Background: an optimization exercise with open tools, aiming at small area and few clock cycles per item. Do not read the settings as production practice.
Only simulation tests tie the RTL to the original design; equivalence was not proved.

==> flow/run.sh <==
#!/bin/bash
# synth_recipe.tcl (not shown) runs the flow's synth.tcl, then flattens the netlist and writes it again
# the make line also repeats each setting of config.mk as NAME=value (left out here)
make -C /OpenROAD-flow-scripts/flow DESIGN_CONFIG=/design/flow/config.mk WORK_HOME=/design/flow/orfs CLKGATE_MAP_FILE= SYNTH_SCRIPT=/design/flow/synth_recipe.tcl finish
==> flow/config.mk <==
export PLATFORM = sky130hd
export DESIGN_NAME = encrypt_v2
export DESIGN_NICKNAME = encrypt_v2
export VERILOG_FILES = /design/flow/design.v
export SDC_FILE = /design/flow/constraint.sdc
export NUM_CORES = 4
export LEC_CHECK = 0
export CAP_MARGIN = 20
export CORE_MARGIN = 2
export CORE_UTILIZATION = 40
export PLACE_DENSITY = 0.6
export SLEW_MARGIN = 20
==> flow/constraint.sdc <==
create_clock -name core_clock -period 5.0 [get_ports {clk}]
set_input_delay 1.0000 -clock core_clock [delete_from_list [all_inputs] [get_ports {clk}]]
set_output_delay 1.0000 -clock core_clock [all_outputs]
set_load 0.01 [all_outputs]
==> flow/design.v <==
module split_0( output wire [  3 : 0 ] r0,
                output wire [  3 : 0 ] r1,
                output wire [  3 : 0 ] r2,
                output wire [  3 : 0 ] r3,
                output wire [  3 : 0 ] r4,
                output wire [  3 : 0 ] r5,
                output wire [  3 : 0 ] r6,
                output wire [  3 : 0 ] r7,
		output wire [  3 : 0 ] r8,
                output wire [  3 : 0 ] r9,
                output wire [  3 : 0 ] rA,
                output wire [  3 : 0 ] rB,
                output wire [  3 : 0 ] rC,
                output wire [  3 : 0 ] rD,
                output wire [  3 : 0 ] rE,
                output wire [  3 : 0 ] rF,
                 input wire [ 63 : 0 ]  x );
  assign { rF, rE, rD, rC, rB, rA, r9, r8,
           r7, r6, r5, r4, r3, r2, r1, r0 } = x;
endmodule
module merge_0( output wire [ 63 : 0 ]  r,
                 input wire [  3 : 0 ] x0,
                 input wire [  3 : 0 ] x1,
                 input wire [  3 : 0 ] x2,
                 input wire [  3 : 0 ] x3,
                 input wire [  3 : 0 ] x4,
                 input wire [  3 : 0 ] x5,
                 input wire [  3 : 0 ] x6,
                 input wire [  3 : 0 ] x7,
                 input wire [  3 : 0 ] x8,
                 input wire [  3 : 0 ] x9,
                 input wire [  3 : 0 ] xA,
                 input wire [  3 : 0 ] xB,
                 input wire [  3 : 0 ] xC,
                 input wire [  3 : 0 ] xD,
                 input wire [  3 : 0 ] xE,
                 input wire [  3 : 0 ] xF );
  assign r = { xF, xE, xD, xC, xB, xA, x9, x8,
               x7, x6, x5, x4, x3, x2, x1, x0 };
endmodule
module key_addition( output wire [ 63 : 0 ] r,
		      input wire [ 63 : 0 ] x,
		      input wire [ 79 : 0 ] k );
  assign r = x ^ k[ 79 : 16 ];
endmodule
module perm( output wire [ 63 : 0 ] r,
              input wire [ 63 : 0 ] x );
  assign r = { x[ 63 ], x[ 59 ], x[ 55 ], x[ 51 ], 
               x[ 47 ], x[ 43 ], x[ 39 ], x[ 35 ],
               x[ 31 ], x[ 27 ], x[ 23 ], x[ 19 ],
               x[ 15 ], x[ 11 ], x[  7 ], x[  3 ], 
               x[ 62 ], x[ 58 ], x[ 54 ], x[ 50 ], 
               x[ 46 ], x[ 42 ], x[ 38 ], x[ 34 ], 
               x[ 30 ], x[ 26 ], x[ 22 ], x[ 18 ], 
               x[ 14 ], x[ 10 ], x[  6 ], x[  2 ], 
               x[ 61 ], x[ 57 ], x[ 53 ], x[ 49 ], 
               x[ 45 ], x[ 41 ], x[ 37 ], x[ 33 ], 
               x[ 29 ], x[ 25 ], x[ 21 ], x[ 17 ], 
               x[ 13 ], x[  9 ], x[  5 ], x[  1 ], 
               x[ 60 ], x[ 56 ], x[ 52 ], x[ 48 ], 
               x[ 44 ], x[ 40 ], x[ 36 ], x[ 32 ], 
               x[ 28 ], x[ 24 ], x[ 20 ], x[ 16 ], 
               x[ 12 ], x[  8 ], x[  4 ], x[  0 ] };
endmodule
module sbox( output wire [ 3 : 0 ] r,
              input wire [ 3 : 0 ] x );
  assign r[3] = (~x [ 3 ] & ~x [ 1 ] & ~x [ 0 ]) | (~x [ 3 ] & x [ 1 ] & x [ 0 ]) | 
                (~x [ 3 ] & x [ 2 ] & x [ 1 ]) | (x [ 3 ] & ~x [ 2 ] & x [ 1 ]) | 
                (x [ 3 ] & ~x [ 2 ] & x [ 0 ]);
  assign r[2] = (~x [ 3 ] & ~x [ 2 ] & ~x [ 1 ]) | (~x [ 2 ] & x [ 1 ] & ~x [ 0 ]) | 
                (x [ 3 ] & x [ 2 ] & ~x [ 1 ]) | (x [ 3 ] & ~x [ 1 ] & x [ 0 ]) | 
                (~x [ 3 ] & x [ 2 ] & x [ 1 ] & x [ 0 ]);             
  assign r[1] = (~x [ 3 ] & ~x [ 2 ] & x [ 1 ]) | (~x [ 3 ] & x [ 1 ] & ~x [ 0 ]) | 
                (x [ 3 ] & x [ 2 ] & x [ 0 ]) | (x [ 3 ] & ~x [ 2 ] & ~x [ 1 ]) | 
                (~x [ 2 ] & x [ 1 ] & ~x [ 0 ]);            
  assign r[0] = (~x [ 3 ] & ~x [ 2 ] & x [ 0 ]) | (~x [ 3 ] & x [ 1 ] & x [ 0 ]) | 
                (x [ 3 ] & x [ 2 ] & ~x [ 1 ] & x [ 0 ]) | (x [ 3 ] & ~x [ 2 ] & ~x [ 1 ] & ~x [ 0 ]) | 
                (~x [ 3 ] & x [ 2 ] & ~x [ 1 ] & ~x [ 0 ]) | (x [ 3 ] & x [ 1 ] & ~x [ 0 ]);  
endmodule
module round( output wire [ 63 : 0 ] r, 
               input wire [ 63 : 0 ] x, 
               input wire [ 79 : 0 ] k );
  wire [ 63 : 0 ] k1;   
  wire [  3 : 0 ] sl0;   
  wire [  3 : 0 ] sl1;   
  wire [  3 : 0 ] sl2;   
  wire [  3 : 0 ] sl3;   
  wire [  3 : 0 ] sl4;   
  wire [  3 : 0 ] sl5;   
  wire [  3 : 0 ] sl6;   
  wire [  3 : 0 ] sl7;   
  wire [  3 : 0 ] sl8;   
  wire [  3 : 0 ] sl9;   
  wire [  3 : 0 ] slA;   
  wire [  3 : 0 ] slB;   
  wire [  3 : 0 ] slC;   
  wire [  3 : 0 ] slD;   
  wire [  3 : 0 ] slE;   
  wire [  3 : 0 ] slF;   
  wire [  3 : 0 ] x0;   
  wire [  3 : 0 ] x1;   
  wire [  3 : 0 ] x2;   
  wire [  3 : 0 ] x3;   
  wire [  3 : 0 ] x4;   
  wire [  3 : 0 ] x5;   
  wire [  3 : 0 ] x6;   
  wire [  3 : 0 ] x7;   
  wire [  3 : 0 ] x8;   
  wire [  3 : 0 ] x9;   
  wire [  3 : 0 ] xA;   
  wire [  3 : 0 ] xB;   
  wire [  3 : 0 ] xC;   
  wire [  3 : 0 ] xD;   
  wire [  3 : 0 ] xE;   
  wire [  3 : 0 ] xF;   
  wire [ 63 : 0 ] m1;    
  key_addition ka( .r( k1 ), .x( x ), .k( k ) );    
  split_0 sl( .r0( sl0 ), .r1( sl1 ), .r2( sl2 ), .r3( sl3 ), .r4( sl4 ), .r5( sl5 ),
              .r6( sl6 ), .r7( sl7 ), .r8( sl8 ), .r9( sl9 ), .rA( slA ), .rB( slB ),
              .rC( slC ), .rD( slD ), .rE( slE ), .rF( slF ), .x( k1 ) );    
  sbox s0( .x( sl0 ), .r( x0 ) );   
  sbox s1( .x( sl1 ), .r( x1 ) );   
  sbox s2( .x( sl2 ), .r( x2 ) );   
  sbox s3( .x( sl3 ), .r( x3 ) );   
  sbox s4( .x( sl4 ), .r( x4 ) );   
  sbox s5( .x( sl5 ), .r( x5 ) );   
  sbox s6( .x( sl6 ), .r( x6 ) );   
  sbox s7( .x( sl7 ), .r( x7 ) );   
  sbox s8( .x( sl8 ), .r( x8 ) );   
  sbox s9( .x( sl9 ), .r( x9 ) );   
  sbox sA( .x( slA ), .r( xA ) );   
  sbox sB( .x( slB ), .r( xB ) );   
  sbox sC( .x( slC ), .r( xC ) );   
  sbox sD( .x( slD ), .r( xD ) );   
  sbox sE( .x( slE ), .r( xE ) );   
  sbox sF( .x( slF ), .r( xF ) );    
  merge_0 m( .r( m1 ), .x0( x0 ), .x1( x1 ), .x2( x2 ), .x3( x3 ), .x4( x4 ),
             .x5( x5 ), .x6( x6 ), .x7( x7 ), .x8( x8 ), .x9( x9 ), .xA( xA ),
             .xB( xB ), .xC( xC ), .xD( xD ), .xE( xE ), .xF( xF ) );    
  perm p( .r( r ), .x( m1 ) );
endmodule
module key_schedule( output wire [ 79 : 0 ] r,
                      input wire [ 79 : 0 ] x,
                      input wire [  4 : 0 ] i );
  wire [ 79 : 0 ] t0, t1;   
  wire [ 3 : 0 ] sOut;    
  assign t0 = { x [ 18 : 0 ], x [ 79 : 19 ] };    
  sbox s( .x( t0 [ 79 : 76 ] ), .r( sOut ) );   
  assign t1 = { sOut, t0 [ 75 : 0 ] };    
  assign r = { t1 [ 79 : 20 ], t1 [ 19 : 15 ]^i, t1 [ 14 : 0 ] };
endmodule
module encrypt_v2(  input wire [ 80 - 1 : 0 ]   k,
                    input wire [ 64 - 1 : 0 ]   m,
                   output wire [ 64 - 1 : 0 ]   c,
                    input wire                  clk,
                    input wire                  req,
                   output wire                  ack );
  reg [ 63 : 0 ] current_r;        
  reg [ 79 : 0 ] current_key;      
  reg [ 4 : 0 ] round_counter;     
  reg [ 1 : 0 ] state, nextstate; 
  parameter S0 = 2'b00; 
  parameter S1 = 2'b01; 
  parameter S2 = 2'b10; 
  always @( posedge clk ) begin 
    if ( req == 0 ) 
      state <= S0; 
    else 
      state <= nextstate; 
  end 
  always @( * ) begin 
    if ( req == 1 ) begin 
      case ( state ) 
        S0: nextstate = S1; 
        S1: nextstate = ( round_counter == 31 ) ? S2 : S1; 
        S2: nextstate = S2; 
        default: nextstate = S0; 
      endcase 
    end 
    else
      nextstate = S0; 
  end 
  wire [ 63 : 0 ] rd_output;       
  wire [ 79 : 0 ] key_output;      
  wire [ 63 : 0 ] final_result;
  always @( posedge clk ) begin
    case ( state )
      S0: begin
        round_counter <= 1;
        current_r <= m;            
        current_key <= k;          
      end
      S1: begin
        current_r <= rd_output;           
        current_key <= key_output;        
        round_counter <= round_counter + 1;
      end
      default: ;
  endcase
  end
  key_addition ka( .r( final_result ),
                   .x( current_r ),
                   .k( current_key ) );
  round rd( .r( rd_output ),
            .x( current_r ),
            .k( current_key ) );
  key_schedule ks( .r( key_output ),             
                   .x( current_key ),
                   .i( round_counter ) );
  assign ack = ( state == S2 ) ? 1'b1 : 1'b0;       
  assign c = ( state == S2 ) ? final_result : 64'b0;
endmodule
==> results of run 1 <==
-- cells in the final DEF, fill, tap and decap left out, types with 11 or more instances in the layout --
cell type,Yosys,final
nor2b_1,15,14
a21oi_1,29,29
o21ai_1,62,62
nand4_1,12,12
clkbuf_16,0,17
o221ai_1,11,11
xnor2_1,66,66
nand2_1,289,288
xor2_1,43,43
nor2_1,88,88
xnor2_2,16,16
edfxtp_1,149,149
nand3_1,21,21
clkdlybuf4s50_1,0,210
a31oi_1,13,13
-- final cells by class --
class	instances	area share, %
sequential	151	37.6
tap	280	2.92
clock buffer	17	3.54
antenna	1	0.0208
multi-input combinational	750	36.3
timing repair buffer	216	18.2
inverter	3	0.135
clock inverter	15	1.29
-- flip-flops by register name (all words and copies together) (netlist names) --
signal / count
round_counter: 5
state: 2
current_key: 80
current_r: 64
-- worst max-delay path by stage --
stage | start | end | slack (ns)
3_3_place_gp | state[1] | c[47] | 1.77
5_1_grt | state[1] | c[55] | 1.12
2_1_floorplan | state[1] | current_r[40] | 1.71
4_1_cts | state[1] | c[47] | 1.27
3_5_place_dp | state[1] | c[47] | 1.72
6_report | state[1] | c[55] | 1.31
-- routing by layer --
metal	wire, um	vias up	GRT usage, %
met5	24	-	0
met3	1860	21	4.99
li1	-	3679	-
met4	425	4	5.56
met2	11800	254	34.0
met1	12100	3417	30.7
-- worst max-delay path, cell delays in order, from the launching register on --
cell and delay (ns):
dfxtp_1 0.50, nand2b_2 0.61, buf_4 0.45, nor2b_1 0.13
clkdlybuf4s50_1 0.54
-- Yosys cell counts, types with 7 or more instances --
library cell  count  area, sq um
nand4_1          12         75.1
a21oi_1          29          145
o221ai_1         11         96.3
xor2_1           43          377
nand2_1         289         1080
nand2b_1          7         43.8
nor2_1           88          330
buf_2             7         35.0
o21ai_1          62          310
xnor2_2          16          260
clkbuf_1         25         93.8
buf_1             9         33.8
nor2b_1          15         93.8
nand3_1          21          105
a31oi_1          13         81.3
edfxtp_1        149         4470
xnor2_1          66          578
-- kinds of logic after synthesis --
kind of cell / synth area share (%)
buffers and inverters: 1.93
adder cells (fa/ha/maj): 0.277
multiplexers: 2.62
AO/OA/AOI/OAI: 10.1
XOR/XNOR: 14.6
AND/OR/NAND/NOR: 20.5
flip-flops: 50.0
-- stage by stage --
step           setup slack, ns
3_5_place_dp              1.72
5_1_grt                   1.12
4_1_cts                   1.27
2_1_floorplan             1.71
6_report                  1.31
3_3_place_gp              1.77
==> flow_metrics.env, run 1 <==
export IMPL_status="no timing/DRC/antenna violations"
export IMPL_synthArstFlopShare_pct=0
export IMPL_min_path_type="flip-flop to flip-flop"
export IMPL_ys_seq_area_share_pct=50.0
export IMPL_grt_pass1_vias=6897
export IMPL_r2r_end="current_r[63]"
export IMPL_critPathKind="flip-flop to primary output"
export IMPL_fp_dieW_um=154
export IMPL_arrival_ns=2.69
export IMPL_synth_edf_count=149
export IMPL_cts_sinks=151
export IMPL_finalHoldViolCount=0
export IMPL_drtIter0Drc=527
export IMPL_netlist_instances=945
export IMPL_end_kind="primary output"
export IMPL_cts_root_buffer="clkbuf_16"
export IMPL_instances_no_fill=1433
export IMPL_pin_count=211
export IMPL_fin_crit_sh_pct=73.9
export IMPL_worst_setup_path_start_kind="flip-flop"
export IMPL_die_y_um=154
export IMPL_wl_per_cell_um=18.3
export IMPL_finalCriticalPeriod_ns=3.69
export IMPL_slew_headroom_pct=31.5
export IMPL_dpl_hpwl_um=19300
export IMPL_tns_ns=0
export IMPL_cts_tree="yes"
export IMPL_netlist_cell_type_count=51
export IMPL_track_usage_pct=21.8
export IMPL_final_util_pct=54.5
export IMPL_drv_cap=0
export IMPL_finalSetupViolCount=0
export IMPL_cts_max_path_buffers=2
export IMPL_syn_cell_area_sq_um=9030
export IMPL_avgSynthCellArea_sq_um=9.56
export IMPL_clk_latency_ns=0.42
export IMPL_port_buffers=210
export IMPL_hold_start="current_key[6]"
export IMPL_die_area_sq_um=23800
export IMPL_ctsHoldBuffers=0
export IMPL_placed_cells=1399
export IMPL_cp_required_ns=4.00
export IMPL_hold_ws_ns=0.509
export IMPL_rows=54
export IMPL_finalNetCount=1287
export IMPL_worstReg2RegStart="state[1]"
export IMPL_htree_num_levels=4
export IMPL_cts_resized=0
export IMPL_syn_nets=1093
export IMPL_multiInputGateArea_sq_um=4360
export IMPL_drive_above_1_share_pct=6.51
export IMPL_via_count=7375
export IMPL_antenna_found_initial=3
export IMPL_drc_errors=0
export IMPL_rsz0062_at_grt="false"
export IMPL_initial_utilization_pct=41.0
export IMPL_synth_main_ff_cell="edfxtp_1"
export IMPL_route_antenna_remaining_nets=0
export IMPL_cts_buffers=17
export IMPL_final_max_slew_violation_count=0
export IMPL_skew_ns=0.00814
export IMPL_grt_pass1_wl_um=39000
export IMPL_holdPathEnd="current_key[67]"
export IMPL_tightest_slew_ns=1.03
export IMPL_overflow=0
export IMPL_drtPass1Iterations=5
export IMPL_rr_worst_depth=5
export IMPL_clkSlewWorstSetupHoldPaths_ns=0.07
export IMPL_min_delay_path_depth=2
export IMPL_fmax_ghz=0.271
export IMPL_design_area_sq_um=12000
export IMPL_post_cts_setup_buffers=0
export IMPL_synth_seq_cells=151
export IMPL_seq_area_sq_um=4510
export IMPL_fp_coreArea_sq_um=22000
export IMPL_drt_vias_per_instance=5.15
export IMPL_critPathMaxFanout=47
export IMPL_fillCellCount=2007
export IMPL_syn2layout_area_growth_pct=32.9
export IMPL_reg2reg_slack_ns=2.47
export IMPL_grt_start_max_net_pins=101
export IMPL_synth_warnings=1
export IMPL_place_area_sq_um=11400
export IMPL_routabilityCongestion=0.854
export IMPL_finalWirelength_um=26200
Testbench counts, summed over its fixed seeds: cycles 16,888, items 512.
==> run 2, diff against run 1 <==
==> flow/design.v (replaced) <==
module perm( output wire [ 63 : 0 ] r,
              input wire [ 63 : 0 ] x );
  genvar j;
  generate
    for ( j = 0; j < 63; j = j + 1 ) begin : g
      assign r[ ( 16 * j ) % 63 ] = x[ j ];
    end
  endgenerate
  assign r[ 63 ] = x[ 63 ];
endmodule
module sbox( output wire [ 3 : 0 ] r,
              input wire [ 3 : 0 ] x );
  assign r[3] = (~x [ 3 ] & ~x [ 1 ] & ~x [ 0 ]) | (~x [ 3 ] & x [ 1 ] & x [ 0 ]) | 
                (~x [ 3 ] & x [ 2 ] & x [ 1 ]) | (x [ 3 ] & ~x [ 2 ] & x [ 1 ]) | 
                (x [ 3 ] & ~x [ 2 ] & x [ 0 ]);
  assign r[2] = (~x [ 3 ] & ~x [ 2 ] & ~x [ 1 ]) | (~x [ 2 ] & x [ 1 ] & ~x [ 0 ]) | 
                (x [ 3 ] & x [ 2 ] & ~x [ 1 ]) | (x [ 3 ] & ~x [ 1 ] & x [ 0 ]) | 
                (~x [ 3 ] & x [ 2 ] & x [ 1 ] & x [ 0 ]);             
  assign r[1] = (~x [ 3 ] & ~x [ 2 ] & x [ 1 ]) | (~x [ 3 ] & x [ 1 ] & ~x [ 0 ]) | 
                (x [ 3 ] & x [ 2 ] & x [ 0 ]) | (x [ 3 ] & ~x [ 2 ] & ~x [ 1 ]) | 
                (~x [ 2 ] & x [ 1 ] & ~x [ 0 ]);            
  assign r[0] = (~x [ 3 ] & ~x [ 2 ] & x [ 0 ]) | (~x [ 3 ] & x [ 1 ] & x [ 0 ]) | 
                (x [ 3 ] & x [ 2 ] & ~x [ 1 ] & x [ 0 ]) | (x [ 3 ] & ~x [ 2 ] & ~x [ 1 ] & ~x [ 0 ]) | 
                (~x [ 3 ] & x [ 2 ] & ~x [ 1 ] & ~x [ 0 ]) | (x [ 3 ] & x [ 1 ] & ~x [ 0 ]);  
endmodule
module sp_layer( output wire [ 63 : 0 ] r,
                  input wire [ 63 : 0 ] x );
  wire [ 63 : 0 ] s;
  genvar j;
  generate
    for ( j = 0; j < 16; j = j + 1 ) begin : g
      sbox sb( .r( s[ 4 * j +: 4 ] ), .x( x[ 4 * j +: 4 ] ) );
    end
  endgenerate
  perm p( .r( r ), .x( s ) );
endmodule
module key_schedule( output wire [ 79 : 0 ] r,
                      input wire [ 79 : 0 ] x,
                      input wire [  4 : 0 ] i );
  wire [ 79 : 0 ] t0;
  wire [  3 : 0 ] s;
  assign t0 = { x[ 18 : 0 ], x[ 79 : 19 ] };
  sbox sb( .r( s ), .x( t0[ 79 : 76 ] ) );
  assign r = { s, t0[ 75 : 20 ], t0[ 19 : 15 ] ^ i, t0[ 14 : 0 ] };
endmodule
module encrypt_v2(  input wire [ 80 - 1 : 0 ]   k,
                    input wire [ 64 - 1 : 0 ]   m,
                   output wire [ 64 - 1 : 0 ]   c,
                    input wire                  clk,
                    input wire                  req,
                   output wire                  ack );
  localparam LR = 2;             
  localparam R  = 1 << LR;
  localparam PW = 5 - LR;        
  reg [ 63 : 0 ]     state;      
  reg [ 79 : 0 ]     key;        
  reg [ PW - 1 : 0 ] phase;      
  reg                done;
  reg                load;       
  wire [ 79 : 0 ] kc [ 0 : R ];
  wire [ 63 : 0 ] xs [ 1 : R ];
  wire [ 63 : 0 ] sp0;
  wire [ PW - 1 : 0 ] phase_n = phase + 1'b1;
  assign kc[ 0 ] = load ? k : key;
  sp_layer sp( .r( sp0 ), .x( state ) );
  assign xs[ 1 ] = ( load ? m : sp0 ) ^ kc[ 0 ][ 79 : 16 ];
  genvar j;
  generate
    for ( j = 1; j < R; j = j + 1 ) begin : stage
      wire [ 63 : 0 ] t;
      key_schedule ks( .r( kc[ j ] ), .x( kc[ j - 1 ] ), .i( { phase, j[ LR - 1 : 0 ] } ) );
      sp_layer sp( .r( t ), .x( xs[ j ] ) );
      assign xs[ j + 1 ] = t ^ kc[ j ][ 79 : 16 ];
    end
  endgenerate
  key_schedule ksl( .r( kc[ R ] ), .x( kc[ R - 1 ] ), .i( { phase_n, { LR { 1'b0 } } } ) );
  always @( posedge clk ) begin
    if ( !done )
      state <= xs[ R ];
    key  <= kc[ R ];
    load <= !req;
    if ( !req ) begin
      phase <= 0;
      done  <= 1'b0;
    end else if ( !done ) begin
      phase <= phase_n;
      done  <= ( phase == { PW { 1'b1 } } );
    end
  end
  assign ack = done;
  assign c   = state;
endmodule
==> run 2 against run 1 <==
Sequential cell count decreased by 2. Maximum frequency decreased by 22%. Synthesized cell count increased by 98%. Final area increased by 85%. Largest cell class is now multi-input gates.
==> flow_metrics.env, run 2 <==
export IMPL_cp_required_ns=5.20
export IMPL_grt_pass1_vias=14800
export IMPL_drt_vias_per_instance=5.55
export IMPL_syn_cell_area_sq_um=17400
export IMPL_synth_seq_cells=149
export IMPL_mostFrequentLayoutCells="xnor2_1, buf_4, clkdlybuf4s50_1"
export IMPL_seq_area_sq_um=3630
export IMPL_fp_dieW_um=212
export IMPL_synth_edf_count=64
export IMPL_finalWirelength_um=65600
export IMPL_synth_warnings=1
export IMPL_final_common_cell="xnor2_1"
export IMPL_final_max_slew_violation_count=0
export IMPL_cts_sinks=149
export IMPL_routabilityCongestion=0.947
export IMPL_finalWorstSetupSlack_ns=0.278
export IMPL_clk_latency_ns=0.46
export IMPL_fin_crit_sh_pct=94.4
export IMPL_synth_main_ff_cell="dfxtp_1"
export IMPL_die_area_sq_um=45100
export IMPL_place_area_sq_um=21600
export IMPL_fp_coreArea_sq_um=43000
export IMPL_syn2layout_area_growth_pct=28.3
export IMPL_syn_nets=2019
export IMPL_grt_pass1_wl_um=94000
export IMPL_rows=76
export IMPL_antenna_found_initial=1
export IMPL_drtIter0Drc=1212
export IMPL_via_count=16000
export IMPL_tightest_slew_ns=0.821
export IMPL_overflow=0
export IMPL_yosysMostFrequentCell="xnor2_1"
export IMPL_grt_start_max_net_pins=60
export IMPL_drive_above_1_share_pct=21.0
export IMPL_skew_ns=0.0146
export IMPL_multiInputGateArea_sq_um=13000
export IMPL_yosysTopAreaCell="xnor2_1"
export IMPL_track_usage_pct=29.0
export IMPL_netlist_instances=1871
export IMPL_finalSetupViolCount=0
export IMPL_cts_buffers=17
export IMPL_avgSynthCellArea_sq_um=9.28
export IMPL_regMostFlops="key"
export IMPL_placed_cells=2854
export IMPL_status="no timing/DRC/antenna violations"
export IMPL_instances_no_fill=2889
export IMPL_port_buffers=210
export IMPL_finalCriticalPeriod_ns=4.72
export IMPL_initial_utilization_pct=40.4
export IMPL_wl_per_cell_um=22.7
export IMPL_arrival_ns=4.93
export IMPL_cts_max_path_buffers=2
export IMPL_end_kind="flip-flop"
export IMPL_largest_register_ffs=80
export IMPL_htree_num_levels=4
export IMPL_diodes=0
export IMPL_dpl_hpwl_um=54300
export IMPL_dp_slack_ns=-0.0954
export IMPL_min_path_type="flip-flop to flip-flop"
export IMPL_pin_count=211
export IMPL_tns_ns=0
export IMPL_design_area_sq_um=22300
export IMPL_cts_root_buffer="clkbuf_16"
export IMPL_drc_errors=0
export IMPL_yosys_top_cells_area="xnor2_1, edfxtp_1, dfxtp_1, mux2i_1, xnor2_2"
export IMPL_cts_tree="yes"
export IMPL_netlist_cell_type_count=114
export IMPL_ctsHoldBuffers=0
export IMPL_critPathMaxFanout=7
export IMPL_synth_common_cells="xnor2_1, nor2_1, mux2i_1, nand2_1, inv_1"
export IMPL_clkSlewWorstSetupHoldPaths_ns=0.07
export IMPL_fmax_ghz=0.212
export IMPL_yosysTopAreaCellShare_pct=14.0
export IMPL_synthArstFlopShare_pct=0
export IMPL_slew_headroom_pct=44.9
export IMPL_die_y_um=212
export IMPL_rsz0062_at_grt="false"
export IMPL_reg_top3="key: 80 flops, state: 64 flops, phase: 3 flops"
export IMPL_finalNetCount=2439
export IMPL_critPathKind="flip-flop to flip-flop"
export IMPL_drv_cap=0
export IMPL_worst_setup_path_start_kind="flip-flop"
export IMPL_fillCellCount=4028
export IMPL_ys_seq_area_share_pct=20.9
export IMPL_finalHoldViolCount=0
export IMPL_route_antenna_remaining_nets=0
export IMPL_drtPass1Iterations=5
==> run 2: per-stage QoR <==
stage / utilization (%) / hold WS, ns
6_report: 51.8 / 0.498
3_3_place_gp: 50.3 / 0.492
2_1_floorplan: - / 0.496
5_1_grt: 51.8 / 0.518
4_1_cts: 51.7 / 0.502
3_5_place_dp: 50.3 / 0.472
==> run 2: routing by layer <==
layer	GRT usage (%)	part of all wire, %	vias up
met5	0	0.011	-
met4	12.3	4.4	2
met3	3.22	6.4	86
met2	46.2	45	585
met1	39.9	45	7722
li1	-	-	7646
==> run 2: logic make-up after synthesis <==
group	Yosys count	synth area share (%)
DFF	149	20.9
adders and majority gates	2	0.144
and+or+nand+nor	561	17.3
muxes	159	11.0
AOI/OAI and AO/OA	428	19.2
buffers and inverters	146	4.46
xor gates and xnor gates	426	27.1
==> run 2: area by class of cell <==
type	instances	share of cell area, %
Multi-Input combinational cell	1576	58.2
Timing Repair Buffer	452	17.9
Sequential cell	149	16.3
Tap cell	585	3.29
Clock buffer	18	1.93
Inverter	95	1.60
Clock inverter	14	0.781
==> run 2: final timing paths <==
kind,startpoint,to,slack (ns),depth (start not counted)
worst max-delay path,state[0],state[50],0.28,17
worst min-delay path,key[8],key[12],0.50,2
worst max register to register,state[0],state[50],0.28,17
worst min register to register,key[8],key[12],0.50,2
==> run 2: repair_timing <==
item	CTS	global route
setup buffers	0	3
resized for setup	0	2
setup endpoints to repair	0	2
endpoints found under the hold margin	0	0
==> run 2: critical path, stage by stage (launching register included) <==
cell and delay, ns:
edfxtp_1 0.58, buf_4 0.29, and3_1 0.16, o31a_1 0.42
xnor2_1 0.39, a21oi_1 0.14, o32ai_2 0.29, buf_4 0.19
xnor2_1 0.22, xnor3_1 0.54, xnor2_1 0.32, buf_4 0.18
buf_4 0.12, nor3_1 0.05, a211oi_1 0.21, a21oi_1 0.09
buf_4 0.16, xnor2_1 0.12
Testbench counts of run 2, summed over its fixed seeds: cycles 4,600, items 512.
==> run 3, diff against run 2 <==
==> flow/flow/run.sh (new file) <==
#!/bin/bash
# Layout flow: the standard synthesis, then the combinational logic between the
# registers is re-mapped by ABC for area (the registers, their names and cell types stay
# as the standard synthesis made them), then the standard layout with 1x port buffers.
set -euo pipefail
W=$(pwd)
F=$W/flow
YOSYS=yosys
if [[ -x $FLOW_HOME/../tools/install/yosys/bin/yosys ]]; then
  YOSYS=$FLOW_HOME/../tools/install/yosys/bin/yosys
fi
LIB=$FLOW_HOME/platforms/$FLOW_PLATFORM/lib/sky130_fd_sc_hd__tt_025C_1v80.lib
R=$W/orfs/results/$FLOW_PLATFORM/encrypt_v2/base

bash standard.sh synth > $W/synth.log 2>&1
cp $R/1_2_yosys.v $W/standard_synth.v

# flip-flop cell types in the standard netlist stay black boxes
FFS=$(grep -oE 'sky130_fd_sc_hd__(dfxtp|edfxtp|dfrtp|dfstp|dfbbp|sdfxtp|dlxtp|conb)[a-z0-9_]*' $W/standard_synth.v | sort -u | tr '\n' ' ')
printf 'set_driving_cell sky130_fd_sc_hd__buf_1\nset_load 5\n' > $W/abc.constr
cat > $W/resyn.ys <<EOT
read_liberty -ignore_miss_func $LIB
setattr -mod -set keep_hierarchy 1 $FFS
read_verilog $W/standard_synth.v
hierarchy -top $FLOW_TOP
flatten
opt_clean
abc -script $F/resyn.abc -liberty $LIB -D 4000 -constr $W/abc.constr -dont_use sky130_fd_sc_hd__probe_p_8 -dont_use sky130_fd_sc_hd__probec_p_8 -dont_use sky130_fd_sc_hd__lpflow_*
opt_clean -purge
hierarchy -top $FLOW_TOP
stat -liberty $LIB
write_verilog -noattr -noexpr -nohex -nodec -selected $W/resyn_all.v
EOT
$YOSYS -s $W/resyn.ys > $W/resyn.log 2>&1
awk -v top="$FLOW_TOP" '$1=="module" && $2 ~ "^"top"\\(" {p=1} p{print} p && /^endmodule/{p=0}' $W/resyn_all.v > $W/resyn.v
grep -q "^module $FLOW_TOP(" $W/resyn.v
cp $W/resyn.v $R/1_2_yosys.v

bash standard.sh finish "BUFFER_PORTS_ARGS=-buffer_cell sky130_fd_sc_hd__buf_1" > $W/layout.log 2>&1
==> flow/flow/resyn.abc (new file) <==
strash
&get -n
&st
&dch
&nf -R 1000
&st
&dch
&nf -R 1000
&put
topo
stime -c
buffer -c
upsize -c
dnsize -c
==> flow/standard.sh (new file) <==
#!/bin/bash
# synth_recipe.tcl (not shown) runs the flow's synth.tcl, then flattens the netlist and writes it again
# the make line also repeats each setting of config.mk as NAME=value (left out here)
make -C /OpenROAD-flow-scripts/flow DESIGN_CONFIG=/design/flow/config.mk WORK_HOME=/design/flow/orfs CLKGATE_MAP_FILE= SYNTH_SCRIPT=/design/flow/synth_recipe.tcl "${@:-finish}"
removed: flow/run.sh
==> run 3 against run 2 <==
Still clean. Non-clock buffer count fell by 76. Maximum frequency fell by 0.86%. First-iteration DRC count rose by 13%. Final cell count fell by 8.0%. Clock-buffer cell count rose by 1. Final area fell by 21%. Register-to-register slack got worse by 0.04 ns. Critical endpoint is now state[60]. Largest cell class unchanged.
==> flow_metrics.env, run 3 <==
export IMPL_status="no timing/DRC/antenna violations"
export IMPL_route_antenna_remaining_nets=0
export IMPL_final_common_cell="xnor2_1"
export IMPL_cts_sinks=149
export IMPL_drv_cap=0
export IMPL_netlist_instances=1823
export IMPL_diodes=0
export IMPL_grt_start_max_net_pins=59
export IMPL_grt_pass1_wl_um=80800
export IMPL_reg_top3="key: 80 flops, state: 64 flops, phase: 3 flops"
export IMPL_fp_coreArea_sq_um=35700
export IMPL_min_path_type="flip-flop to flip-flop"
export IMPL_via_count=14600
export IMPL_wl_per_cell_um=21.0
export IMPL_track_usage_pct=28.7
export IMPL_syn2layout_area_growth_pct=21.2
export IMPL_clk_latency_ns=0.46
export IMPL_drc_errors=0
export IMPL_cts_root_buffer="clkbuf_16"
export IMPL_finalSetupViolCount=0
export IMPL_syn_nets=1969
export IMPL_finalNetCount=2331
export IMPL_ctsHoldBuffers=0
export IMPL_drtPass1Iterations=6
export IMPL_end_kind="flip-flop"
export IMPL_die_y_um=195
export IMPL_finalCriticalPeriod_ns=4.76
export IMPL_die_area_sq_um=37900
export IMPL_critPathKind="flip-flop to flip-flop"
export IMPL_arrival_ns=4.94
export IMPL_tightest_slew_ns=0.879
export IMPL_pin_count=211
export IMPL_worst_setup_path_start_kind="flip-flop"
export IMPL_finalWirelength_um=55700
export IMPL_fp_dieW_um=195
export IMPL_rows=69
export IMPL_port_buffers=210
export IMPL_antenna_found_initial=1
export IMPL_drtIter0Drc=1374
export IMPL_largest_register_ffs=80
export IMPL_skew_ns=0.0185
export IMPL_grt_pass1_vias=13200
export IMPL_fin_crit_sh_pct=95.3
export IMPL_overflow=0
export IMPL_tns_ns=0
export IMPL_dpl_hpwl_um=45800
export IMPL_finalHoldViolCount=0
export IMPL_mostFrequentLayoutCells="xnor2_1, buf_1, nor2_1"
export IMPL_cts_buffers=17
export IMPL_cp_required_ns=5.18
export IMPL_drt_vias_per_instance=5.49
export IMPL_avgSynthCellArea_sq_um=7.98
export IMPL_routabilityCongestion=1.01
export IMPL_htree_num_levels=4
export IMPL_regMostFlops="key"
export IMPL_synth_warnings=1
export IMPL_clkSlewWorstSetupHoldPaths_ns=0.06
export IMPL_cts_max_path_buffers=2
export IMPL_syn_cell_area_sq_um=14600
export IMPL_slew_headroom_pct=40.8
export IMPL_rr_worst_depth=16
export IMPL_critPathMaxFanout=58
export IMPL_final_max_slew_violation_count=0
export IMPL_initial_utilization_pct=40.7
export IMPL_min_delay_path_depth=1
export IMPL_fmax_ghz=0.210
export IMPL_rsz0062_at_grt="false"
export IMPL_cts_tree="yes"
export IMPL_drive_above_1_share_pct=10.9
-- run 3: cell count changes in the layout (fill, tap and decap cells not counted), moves of 18 or more --
cell | before | now
buf_1 | 0 | 210
clkdlybuf4s50_1 | 210 | 0
xnor2_1 | 276 | 355
buf_4 | 238 | 162
a21oi_1 | 74 | 142
nand2_1 | 99 | 157
xnor2_2 | 62 | 14
o21ai_0 | 58 | 97
inv_1 | 86 | 123
nor2_1 | 150 | 183
o211ai_1 | 36 | 11
xnor3_1 | 23 | 1
mux2i_1 | 106 | 88
-- run 3: area by class of cell --
type	instances	area [sq um]
Fill cell	3491	18100
Multi-Input combinational cell	1514	10300
Sequential cell	149	3630
Timing Repair Buffer	376	2080
Tap cell	461	577
Inverter	127	477
Clock buffer	19	433
Clock inverter	13	181
-- run 3: timing repair --
item	CTS	global route
hold endpoints to repair	0	0
endpoints found under the setup margin	0	11
gates resized for setup	0	6
buffers inserted	0	0
-- run 3: final timing paths --
kind | startpoint | end | slack [ns]
max | load | state[60] | 0.24
min | done | phase[0] | 0.53
max reg2reg | load | state[60] | 0.24
min reg2reg | done | phase[0] | 0.53
-- run 3: critical path, stage by stage (launching register included) --
cell      delay, ns
dfxtp_4        0.44
buf_12         0.31
buf_12         0.22
mux2i_1        0.43
inv_1          0.16
xnor2_1        0.46
nand2_1        0.13
xnor2_1        0.26
xnor2_2        0.18
or4_1          0.49
o21ai_0        0.09
a21oi_1        0.10
xnor2_1        0.46
nor2_1         0.13
o211ai_1       0.17
o21ai_0        0.21
xnor2_1        0.22
-- run 3: layer usage --
layer / global-route usage [%] / up-vias / routed length, um
met5: 0 / - / 13
met4: 10.8 / 2 / 2080
met3: 3.87 / 84 / 3740
met2: 45.8 / 562 / 24600
met1: 39.5 / 6880 / 25300
li1: - / 7063 / -
-- run 3: per-stage QoR --
step,cells,utilization [%],setup WS [ns],hold slack [ns],instance area [sq um]
final,2659,49.4,0.237,0.528,17600
after global routing,2659,49.4,0.0152,0.561,17600
after CTS,2659,49.2,0.243,0.533,17600
after detailed placement,2627,47.5,0.215,0.518,17000
after global placement,2627,47.5,0.299,0.512,17000
after floorplan,1823,-,0.859,0.500,14600
==> run 4, diff against run 3 <==
--- a/flow/design.v
+++ b/flow/design.v
@@ -57,12 +57,15 @@
   reg [ PW - 1 : 0 ] phase;      
   reg                done;
-  reg                load;       
+  reg                load_s;     
+  reg                load_k0;    
+  reg                load_k1;    
   wire [ 79 : 0 ] kc [ 0 : R ];
   wire [ 63 : 0 ] xs [ 1 : R ];
   wire [ 63 : 0 ] sp0;
   wire [ PW - 1 : 0 ] phase_n = phase + 1'b1;
-  assign kc[ 0 ] = load ? k : key;
+  assign kc[ 0 ] = { load_k0 ? k[ 79 : 40 ] : key[ 79 : 40 ],
+                     load_k1 ? k[ 39 :  0 ] : key[ 39 :  0 ] };
   sp_layer sp( .r( sp0 ), .x( state ) );
-  assign xs[ 1 ] = ( load ? m : sp0 ) ^ kc[ 0 ][ 79 : 16 ];
+  assign xs[ 1 ] = ( load_s ? m : sp0 ) ^ kc[ 0 ][ 79 : 16 ];
   genvar j;
   generate
@@ -79,5 +82,7 @@
       state <= xs[ R ];
     key  <= kc[ R ];
-    load <= !req;
+    load_s  <= !req;
+    load_k0 <= !req | done;
+    load_k1 <= !req | ( phase == { PW { 1'b1 } } );
     if ( !req ) begin
       phase <= 0;
==> flow/flow/run.sh (replaced) <==
#!/bin/bash
# Layout flow: the standard synthesis, then the combinational logic between the
# registers is re-mapped by ABC for area (the registers, their names and cell types stay
# as the standard synthesis made them), then the standard layout with 1x port buffers.
set -euo pipefail
W=$(pwd)
F=$W/flow
YOSYS=yosys
if [[ -x $FLOW_HOME/../tools/install/yosys/bin/yosys ]]; then
  YOSYS=$FLOW_HOME/../tools/install/yosys/bin/yosys
fi
LIB=$FLOW_HOME/platforms/$FLOW_PLATFORM/lib/sky130_fd_sc_hd__tt_025C_1v80.lib
R=$W/orfs/results/$FLOW_PLATFORM/encrypt_v2/base
EXTRA=${EXTRA_MAKE_VARS:-}

bash standard.sh synth > $W/synth.log 2>&1
cp $R/1_2_yosys.v $W/standard_synth.v

# flip-flop cell types in the standard netlist stay black boxes
FFS=$(grep -oE 'sky130_fd_sc_hd__(dfxtp|edfxtp|dfrtp|dfstp|dfbbp|sdfxtp|dlxtp|conb)[a-z0-9_]*' $W/standard_synth.v | sort -u | tr '\n' ' ')
printf 'set_driving_cell sky130_fd_sc_hd__buf_1\nset_load 5\n' > $W/abc.constr

# resyn IN OUT SCRIPT: one ABC pass over the combinational logic of netlist IN
resyn() {
  local in=$1 out=$2 script=$3
  cat > $out.ys <<EOT
read_liberty -ignore_miss_func $LIB
setattr -mod -set keep_hierarchy 1 $FFS
read_verilog $in
hierarchy -top $FLOW_TOP
flatten
opt_clean
abc -script $F/$script.abc -liberty $LIB -D 4000 -constr $W/abc.constr -dont_use sky130_fd_sc_hd__probe_p_8 -dont_use sky130_fd_sc_hd__probec_p_8 -dont_use sky130_fd_sc_hd__lpflow_*
opt_clean -purge
hierarchy -top $FLOW_TOP
tee -o $out.area stat -liberty $LIB
write_verilog -noattr -noexpr -nohex -nodec -selected $out.all
EOT
  $YOSYS -s $out.ys > $out.log 2>&1
  awk -v top="$FLOW_TOP" '$1=="module" && $2 ~ "^"top"\\(" {p=1} p{print} p && /^endmodule/{p=0}' $out.all > $out
  grep -q "^module $FLOW_TOP(" $out
}
area() { grep "Chip area for top module" $1.area | awk '{print $NF}'; }

# pick the smallest of several ABC scripts, twice
best=$W/standard_synth.v
for round in 1 2; do
  if [[ $round == 1 ]]; then scripts="b1 d2 c2 a2"; else scripts="d2 e1 e4"; fi
  for s in $scripts; do resyn $best $W/resyn_${round}_$s.v $s & done
  wait
  cand=$best; carea=1e12
  [[ $round == 2 ]] && carea=$(area $best)
  for s in $scripts; do
    a=$(area $W/resyn_${round}_$s.v)
    echo "round $round script $s area $a" >> $W/resyn_choice.log
    if awk -v a=$a -v b=$carea 'BEGIN{exit !(a<b)}'; then cand=$W/resyn_${round}_$s.v; carea=$a; fi
  done
  best=$cand
  echo "round $round best $best $carea" >> $W/resyn_choice.log
done
cp $best $W/resyn.v
cp $W/resyn.v $R/1_2_yosys.v

bash standard.sh finish "BUFFER_PORTS_ARGS=-buffer_cell sky130_fd_sc_hd__buf_1" $EXTRA > $W/layout.log 2>&1
==> flow/flow/a2.abc (new file) <==
strash
&get -n
&st
&dch
&nf -R 1000
&put
topo
stime -c
buffer -c
upsize -c
dnsize -c
==> flow/flow/b1.abc (new file) <==
strash
&get -n
&st
&dch
&nf -R 1000
&st
&dch
&nf -R 1000
&put
topo
stime -c
buffer -c
upsize -c
dnsize -c
==> flow/flow/c2.abc (new file) <==
strash
&get -n
&st
&dch -x
&nf -R 2000 -E 3
&st
&dch -x
&nf -R 2000 -E 3
&st
&dch -x
&nf -R 2000 -E 3
&put
topo
stime -c
buffer -c
upsize -c
dnsize -c
==> flow/flow/d2.abc (new file) <==
strash
&get -n
&st
&dch
&nf -R 1000
&put
strash
dch -f
amap
topo
stime -c
buffer -c
upsize -c
dnsize -c
==> flow/flow/e1.abc (new file) <==
strash
dch -f
amap
strash
dch -f
amap
topo
stime -c
buffer -c
upsize -c
dnsize -c
==> flow/flow/e4.abc (new file) <==
strash
&get -n
&st
&dch
&nf -R 1000
&put
strash
dch -f
amap -m
topo
stime -c
buffer -c
upsize -c
dnsize -c
removed: flow/flow/resyn.abc
==> run 4 against run 3 <==
Final cell count rose by 22%. Non-clock buffer count rose by 147. First-iteration DRC count up 24%. Synthesized cell count increased by 24%. Critical path depth rose by 8. Clock skew decreased by 0.0029 ns. Critical path type unchanged.
==> flow_metrics.env, run 4 <==
export IMPL_cts_buffers=17
export IMPL_finalWirelength_um=68300
export IMPL_reg_top3="key: 80 flops, state: 64 flops, phase: 3 flops"
export IMPL_drc_errors=0
export IMPL_drtPass1Iterations=8
export IMPL_wl_per_cell_um=21.0
export IMPL_rows=69
export IMPL_finalWorstSetupSlack_ns=0.239
export IMPL_finalHoldViolCount=0
export IMPL_largest_register_ffs=80
export IMPL_port_buffers=210
export IMPL_avgSynthCellArea_sq_um=6.28
export IMPL_mostFrequentLayoutCells="nor2_1, buf_4, inv_1"
export IMPL_rsz0062_at_grt="true"
export IMPL_drt_vias_per_instance=5.68
export IMPL_status="no timing/DRC/antenna violations"
export IMPL_fp_dieW_um=192
export IMPL_antenna_found_initial=2
export IMPL_grt_pass1_wl_um=96500
export IMPL_worst_setup_path_start_kind="flip-flop"
export IMPL_reg2reg_slack_ns=0.24
export IMPL_finalSetupViolCount=0
export IMPL_final_max_slew_violation_count=0
export IMPL_fin_crit_sh_pct=95.2
export IMPL_overflow=0
export IMPL_fmax_ghz=0.210
export IMPL_via_count=18400
export IMPL_htree_num_levels=4
export IMPL_skew_ns=0.0156
export IMPL_slew_headroom_pct=42.2
export IMPL_routabilityCongestion=0.999
export IMPL_cts_sinks=151
export IMPL_syn_nets=2407
export IMPL_critPathMaxFanout=6
export IMPL_initial_utilization_pct=40.2
export IMPL_dp_slack_ns=0.0155
export IMPL_final_util_pct=52.6
export IMPL_syn2layout_area_growth_pct=30.8
export IMPL_cts_tree="yes"
export IMPL_tns_ns=0
export IMPL_critPathKind="flip-flop to flip-flop"
export IMPL_diodes=0
export IMPL_end_kind="flip-flop"
export IMPL_cts_root_buffer="clkbuf_16"
export IMPL_min_path_type="flip-flop to flip-flop"
export IMPL_drv_cap=0
export IMPL_fp_coreArea_sq_um=35300
export IMPL_grt_start_max_net_pins=37
export IMPL_arrival_ns=5.03
export IMPL_clkSlewWorstSetupHoldPaths_ns=0.07
export IMPL_drive_above_1_share_pct=18.3
export IMPL_die_y_um=192
export IMPL_fillCellCount=3687
export IMPL_ctsHoldBuffers=0
export IMPL_dpl_hpwl_um=56800
export IMPL_track_usage_pct=36.0
export IMPL_drtIter0Drc=1699
export IMPL_grt_pass1_vias=16000
export IMPL_synth_warnings=1
export IMPL_cts_max_path_buffers=2
export IMPL_finalNetCount=2917
export IMPL_die_area_sq_um=37000
export IMPL_finalCriticalPeriod_ns=4.76
export IMPL_netlist_instances=2261
export IMPL_cp_required_ns=5.26
export IMPL_regMostFlops="key"
export IMPL_syn_cell_area_sq_um=14200
export IMPL_tightest_slew_ns=0.855
export IMPL_final_common_cell="nor2_1"
export IMPL_clk_latency_ns=0.46
export IMPL_hold_ws_ns=0.535
export IMPL_route_antenna_remaining_nets=0
export IMPL_pin_count=211
[run 4: stage by stage]
| step | cells | cell area [sq um] |
|---|---|---|
| 3_3_place_gp | 3200 | 17700 |
| 4_1_cts | 3232 | 18200 |
| 5_1_grt | 3245 | 18600 |
| 3_5_place_dp | 3200 | 17700 |
| 6_report | 3245 | 18600 |
| 2_1_floorplan | 2261 | 14200 |
[run 4: final cells by class]
cell class / instances / area [sq um] / area share (%)
multi-input combinational: 1763 / 9380 / 50.5
sequential: 151 / 3670 / 19.7
timing repair buffer: 523 / 3200 / 17.2
inverter: 315 / 1180 / 6.36
tap: 461 / 577 / 3.10
clock buffer: 21 / 482 / 2.59
clock inverter: 11 / 96.3 / 0.518
[run 4: repair_timing]
item,CTS,global route
setup endpoints to repair,0,53
endpoints found under the hold margin,0,0
buffers inserted,0,13
resized for setup,0,67
[run 4: routing by layer]
layer / share of wire [%] / vias up / global-route usage [%] / routed length, um
met1: 42 / 8302 / 47.3 / 29000
li1: - / 9092 / - / -
met4: 6.2 / 0 / 20.8 / 4220
met2: 43 / 863 / 55.9 / 29200
met5: 0 / - / 0 / 0
met3: 8.6 / 163 / 5.73 / 5900
[run 4: path summary, 6_finish.rpt]
path | to | cells past startpoint | startpoint
setup reg to reg | state[42] | 24 | state[15]
hold reg to reg | key[28] | 2 | key[24]
hold / removal | key[28] | 2 | key[24]
setup / recovery | state[42] | 24 | state[15]
[run 4: critical path: stages (launching register included)]
cell and delay, ns:
edfxtp_1 0.50, inv_1 0.17, nand2_1 0.09, o21ai_1 0.13, nor2_1 0.07, a21oi_1 0.15, nor2_1 0.06, a21oi_1 0.23
nor2_1 0.10, a21oi_2 0.27, inv_1 0.14, nor2_1 0.15, inv_1 0.05, a32oi_1 0.32, a21oi_1 0.16, buf_4 0.17
o21ai_0 0.30, a21oi_1 0.15, o21ai_0 0.34, buf_4 0.20, inv_1 0.09, nor3_2 0.28, buf_4 0.16, a211oi_1 0.05
o21ai_0 0.27
Testbench counts of run 4, summed over its fixed seeds: cycles 4,600, items 512.
==> run 5, diff against run 4 <==
--- a/flow/flow/run.sh
+++ b/flow/flow/run.sh
@@ -12,5 +12,5 @@
 LIB=$FLOW_HOME/platforms/$FLOW_PLATFORM/lib/sky130_fd_sc_hd__tt_025C_1v80.lib
 R=$W/orfs/results/$FLOW_PLATFORM/encrypt_v2/base
-EXTRA=${EXTRA_MAKE_VARS:-}
+EXTRA="GPL_KEEP_OVERFLOW=0"
 
 bash standard.sh synth > $W/synth.log 2>&1
==> run 5 against run 4 <==
Final cell count shrank 8.2%. Synthesized area is the same. Global-route usage shrank 1.6 points. Clock skew grew 0.0033 ns. Worst setup slack lost 0.041 ns. Maximum frequency shrank 0.86%. Critical path depth shrank 4. Sequential cell count is the same. Hold slack gained 0.0097 ns. Via count shrank 4.8%. Largest cell class unchanged. Highest routed layer unchanged.
==> flow_metrics.env, run 5 <==
export IMPL_status="no timing/DRC/antenna violations"
export IMPL_fillCellCount=3581
export IMPL_netlist_instances=2261
export IMPL_rsz0062_at_grt="true"
export IMPL_largest_register_ffs=80
export IMPL_initial_utilization_pct=40.2
export IMPL_dr_wl_met3_um=6230
export IMPL_cts_tree="yes"
export IMPL_drc_errors=0
export IMPL_die_y_um=192
export IMPL_grt_pass1_wl_um=92000
export IMPL_fmax_ghz=0.208
export IMPL_slew_headroom_pct=19.6
export IMPL_via_count=17500
export IMPL_rr_worst_depth=20
export IMPL_min_delay_path_depth=2
export IMPL_critPathKind="flip-flop to flip-flop"
export IMPL_fp_dieW_um=192
export IMPL_track_usage_pct=34.4
export IMPL_cts_sinks=151
export IMPL_grt_pass1_vias=14700
export IMPL_grt_start_max_net_pins=58
export IMPL_overflow=0
export IMPL_dpl_hpwl_um=52000
export IMPL_die_area_sq_um=37000
export IMPL_finalWirelength_um=67400
export IMPL_cts_root_buffer="clkbuf_16"
export IMPL_wl_met1_um=28300
export IMPL_synth_warnings=1
export IMPL_final_max_slew_violation_count=0
export IMPL_tightest_slew_ns=1.20
export IMPL_finalCriticalPeriod_ns=4.80
export IMPL_clk_latency_ns=0.46
export IMPL_routabilityCongestion=1.01
export IMPL_drt_vias_per_instance=5.89
export IMPL_finalSetupViolCount=0
export IMPL_drtPass1Iterations=8
export IMPL_cts_buffers=17
export IMPL_worst_setup_path_start_kind="flip-flop"
export IMPL_cp_required_ns=5.19
export IMPL_drv_cap=0
export IMPL_antenna_found_initial=0
export IMPL_rows=69
export IMPL_met2_length_um=29100
export IMPL_pin_count=211
export IMPL_mostFrequentLayoutCells="nor2_1, inv_1, nand2_1"
export IMPL_syn_nets=2407
export IMPL_wl_per_cell_um=22.6
export IMPL_diodes=0
export IMPL_critPathMaxFanout=40
export IMPL_finalHoldViolCount=0
export IMPL_fp_coreArea_sq_um=35300
export IMPL_drtIter0Drc=1938
export IMPL_cts_max_path_buffers=2
export IMPL_highest_layer="met4"
export IMPL_htree_num_levels=4
export IMPL_regMostFlops="key"
export IMPL_syn2layout_area_growth_pct=23.5
export IMPL_clkSlewWorstSetupHoldPaths_ns=0.08
export IMPL_drive_above_1_share_pct=14.6
export IMPL_avgSynthCellArea_sq_um=6.28
export IMPL_reg_top3="key: 80 flops, state: 64 flops, phase: 3 flops"
export IMPL_end_kind="flip-flop"
export IMPL_final_common_cell="nor2_1"
export IMPL_fin_crit_sh_pct=96.0
export IMPL_syn_cell_area_sq_um=14200
export IMPL_min_path_type="flip-flop to flip-flop"
export IMPL_port_buffers=210
export IMPL_skew_ns=0.0189
export IMPL_route_antenna_remaining_nets=0
export IMPL_finalNetCount=2652
export IMPL_tns_ns=0
export IMPL_arrival_ns=4.99
run 5: final timing paths:
check,start,to,slack (ns)
max,load_k1,state[42],0.20
min,key[63],key[67],0.54
max reg2reg,load_k1,state[42],0.20
min reg2reg,key[63],key[67],0.54
run 5: final cells by class:
cell class	count	area [sq um]	area share (%)
Clock buffer	19	453	2.58
Clock inverter	13	216	1.23
Inverter	315	1230	7.01
Multi-Input combinational cell	1763	10100	57.7
Sequential cell	151	3670	20.9
Tap cell	461	577	3.29
Timing Repair Buffer	257	1270	7.22
Timing Repair inverter	1	11.3	0.0642
run 5: repair_timing:
| item | 4_1_cts | 5_1_grt |
|---|---|---|
| resized for setup | 65 | 167 |
| pin swaps | 3 | 17 |
| endpoints found under the hold margin | 0 | 0 |
| cloned | 0 | 2 |
| setup buffers | 11 | 31 |
| setup endpoints to repair | 64 | 63 |
| hold buffers | 0 | 0 |
run 5: per-layer routing:
layer	GRT usage [%]	vias to the layer above
met5	0	-
met4	16.2	0
met3	4.76	122
met2	54.0	858
met1	46.6	8022
li1	-	8541
run 5: metrics by stage:
stage / utilization (%) / setup WS, ns / cell area (sq um) / cells / hold WS (ns)
finish: 49.7 / 0.198 / 17600 / 2980 / 0.544
CTS: 46.8 / 0.00420 / 16500 / 2947 / 0.594
floorplan: - / 0.905 / 14200 / 2261 / 0.489
global placement: 43.4 / -4.05 / 15300 / 2900 / 0.587
detailed placement: 43.7 / -1.13 / 15400 / 2904 / 0.572
global route: 49.7 / -0.0742 / 17600 / 2980 / 0.549
run 5: worst max-delay path: stages (launching register included):
cell,delay [ns]
dfxtp_4,0.50
buf_16,0.22
inv_8,0.13
o22ai_1,0.27
inv_1,0.21
o21ai_1,0.34
inv_1,0.13
nor2_1,0.15
nor2_1,0.07
o21ai_0,0.38
nor2_1,0.10
a21oi_2,0.23
nor2_1,0.14
o32ai_4,0.44
nor2_1,0.10
a21oi_2,0.26
inv_1,0.13
nor2_1,0.14
nor2_1,0.07
a211oi_1,0.31
o21ai_0,0.17
==> run 6, diff against run 5 <==
--- a/flow/config.mk
+++ b/flow/config.mk
@@ -8,5 +8,5 @@
 export CAP_MARGIN = 20
 export CORE_MARGIN = 2
-export CORE_UTILIZATION = 40
-export PLACE_DENSITY = 0.6
+export CORE_UTILIZATION = 70
+export PLACE_DENSITY = 0.85
 export SLEW_MARGIN = 20
==> run 6 against run 5 <==
The layout now fails its checks (setup timing). Hold slack improved by 0.027 ns. Synthesized cell count stayed put. Worst setup slack got worse by 0.27 ns. First-iteration DRC count is 58% higher. Maximum frequency is 5.3% lower. Non-clock buffer count is 14 lower. Critical path type unchanged. Largest cell class unchanged.
==> flow_metrics.env, run 6 <==
export IMPL_route_antenna_remaining_nets=0
export IMPL_finalSetupViolCount=4
export IMPL_rows=52
export IMPL_port_buffers=210
export IMPL_final_max_slew_violation_count=0
export IMPL_cts_max_path_buffers=2
export IMPL_wl_per_cell_um=22.3
export IMPL_cpMostUsedCell="nor2_1"
export IMPL_end_kind="flip-flop"
export IMPL_tns_ns=-0.123
export IMPL_clkSlewWorstSetupHoldPaths_ns=0.07
export IMPL_min_path_type="flip-flop to flip-flop"
export IMPL_largest_register_ffs=80
export IMPL_dpl_hpwl_um=45000
export IMPL_final_common_cell="nor2_1"
export IMPL_drtIter0Drc=3067
export IMPL_fp_dieW_um=146
export IMPL_cts_tree="yes"
export IMPL_die_area_sq_um=21500
export IMPL_arrival_ns=5.20
export IMPL_cts_sinks=151
export IMPL_slowest_stage="o32ai_1"
export IMPL_syn2layout_area_growth_pct=19.2
export IMPL_cts_root_buffer="clkbuf_16"
export IMPL_die_y_um=146
export IMPL_finalHoldViolCount=0
export IMPL_cpPeakStageDelay_ns=0.72
export IMPL_initial_utilization_pct=70.7
export IMPL_reg_top3="key: 80 flops, state: 64 flops, phase: 3 flops"
export IMPL_tightest_slew_ns=1.31
export IMPL_grt_pass1_wl_um=86500
export IMPL_finalWirelength_um=61900
export IMPL_dp_slack_ns=-0.935
export IMPL_fmax_ghz=0.197
export IMPL_critPathMaxFanout=40
export IMPL_regMostFlops="key"
export IMPL_syn_cell_area_sq_um=14200
export IMPL_grt_pass1_vias=16200
export IMPL_mostFrequentLayoutCells="nor2_1, inv_1, nand2_1"
export IMPL_slew_headroom_pct=12.5
export IMPL_avgSynthCellArea_sq_um=6.28
export IMPL_cp_top_family="compound AO/OA/AOI/OAI gates"
export IMPL_antenna_found_initial=2
export IMPL_so_violations="setup timing"
export IMPL_via_count=18900
export IMPL_rsz0062_at_grt="true"
export IMPL_fillCellCount=1314
export IMPL_netlist_instances=2261
export IMPL_overflow=0
export IMPL_fin_crit_sh_pct=101
export IMPL_syn_nets=2407
export IMPL_finalCriticalPeriod_ns=5.07
export IMPL_synth_warnings=1
export IMPL_fp_coreArea_sq_um=20100
export IMPL_status="failed layout checks"
export IMPL_finalNetCount=2637
export IMPL_path_cells="buf_16, inv_8, a22o_1, nand2_1, o21ai_1, inv_1, nor2_1, nor2_1, a21oi_1, a21oi_1, inv_1, nor2_1, o32ai_1, nor2_1, a21oi_1, inv_1, nor2_1, a211oi_1, o21ai_0, o21ai_0"
export IMPL_finalWorstSetupSlack_ns=-0.0688
export IMPL_worst_setup_path_start_kind="flip-flop"
export IMPL_critPathKind="flip-flop to flip-flop"
export IMPL_htree_num_levels=4
export IMPL_track_usage_pct=52.6
export IMPL_clk_latency_ns=0.46
export IMPL_routabilityCongestion=1.13
export IMPL_drive_above_1_share_pct=12.8
export IMPL_reg2reg_slack_ns=-0.07
export IMPL_drtPass1Iterations=17
export IMPL_drt_vias_per_instance=6.80
export IMPL_cp_required_ns=5.13
export IMPL_pin_count=211
export IMPL_grt_start_max_net_pins=58
export IMPL_drc_errors=0
export IMPL_path_buf_inv=5
export IMPL_skew_ns=0.0175
export IMPL_drv_cap=0
export IMPL_cts_buffers=17
export IMPL_ctsHoldBuffers=0
run 6: timing repair:
| item | 4_1_cts | 5_1_grt |
|---|---|---|
| buffers inserted | 3 | 25 |
| cloned | 0 | 1 |
| setup endpoints to repair | 64 | 63 |
| resized for setup | 43 | 161 |
| pin swaps | 3 | 14 |
run 6: worst min-delay path: stages (launching register included):
cell and delay, ns:
dfxtp_1 0.35, o22ai_4 0.10, inv_1 0.08
run 6: through the flow:
| step | area [sq um] | hold slack (ns) | util, % | instances |
|---|---|---|---|---|
| 2_1_floorplan | 14200 | 0.489 | - | 2261 |
| 3_3_place_gp | 15100 | 0.509 | 75.1 | 2709 |
| 3_5_place_dp | 15200 | 0.552 | 75.6 | 2713 |
| 4_1_cts | 16000 | 0.571 | 79.6 | 2748 |
| 5_1_grt | 16900 | 0.584 | 84.3 | 2774 |
| 6_report | 16900 | 0.571 | 84.3 | 2775 |
run 6: path summary, 6_finish.rpt:
kind | from | endpoint | depth (start not counted)
worst max-delay path | load_k0 | state[44] | 20
worst min-delay path | key[63] | key[67] | 2
worst max register to register | load_k0 | state[44] | 20
worst min register to register | key[63] | key[67] | 2
run 6: layer usage:
metal,GRT usage [%],share of wire (%)
met1,62.4,32
met2,78.9,40
met3,16.8,17
met4,41.3,11
met5,0,0
run 6: layout make-up:
type / instances / area [sq um] / area share, %
Multi-Input combinational cell: 1763 / 9980 / 58.9
Sequential cell: 151 / 3670 / 21.7
Inverter: 315 / 1210 / 7.16
Timing Repair Buffer: 243 / 1120 / 6.62
Clock buffer: 20 / 437 / 2.58
Tap cell: 270 / 338 / 1.99
Clock inverter: 12 / 176 / 1.04
Antenna cell: 1 / 2.50 / 0.0148

[what the ideal ports hide]
Ports are ideal in the flow. The routed layouts listed here were re-timed in OpenROAD. Step 1 sets driving cells, clkbuf_16 on the clock port and buf_2 on the other inputs (assumed; they add their load-dependent delay and slew). Step 2 adds t to the input delays and takes it off the output delays; t is the mean of the earliest and latest rising clock arrival at the registers after step 1. Input paths then give back, and output paths get back, about the clock's delay inside the block. Three values: no drivers, after step 1, after step 2; two values: the first two.
run | shift t [ns] | setup slack, ns | worst setup path at the end | worst slew at a driven data input, ns | pins driven straight from the clock port
run 1 | 0.466 | 1.306 / 1.257 / 1.723 | register to output | 0.07 | 1
run 2 | 0.508 | 0.278 / 0.278 / -0.141 | input to register | 0.05 | 1
run 3 | 0.506 | 0.237 / 0.237 / 0.170 | input to register | 0.05 | 1
run 4 | 0.508 | 0.239 / 0.239 / 0.062 | input to register | 0.05 | 1
run 5 | 0.510 | 0.198 / 0.198 / -0.033 | input to register | 0.05 | 1
run 6 | 0.502 | -0.069 / -0.069 / -0.212 | input to register | 0.06 | 1
Met with ideal ports but missed after step 2: setup timing in run 2 and run 5. For run 2, which loses most, drivers alone change the setup slack by 0.000 ns; drivers and shift together by -0.419 ns.
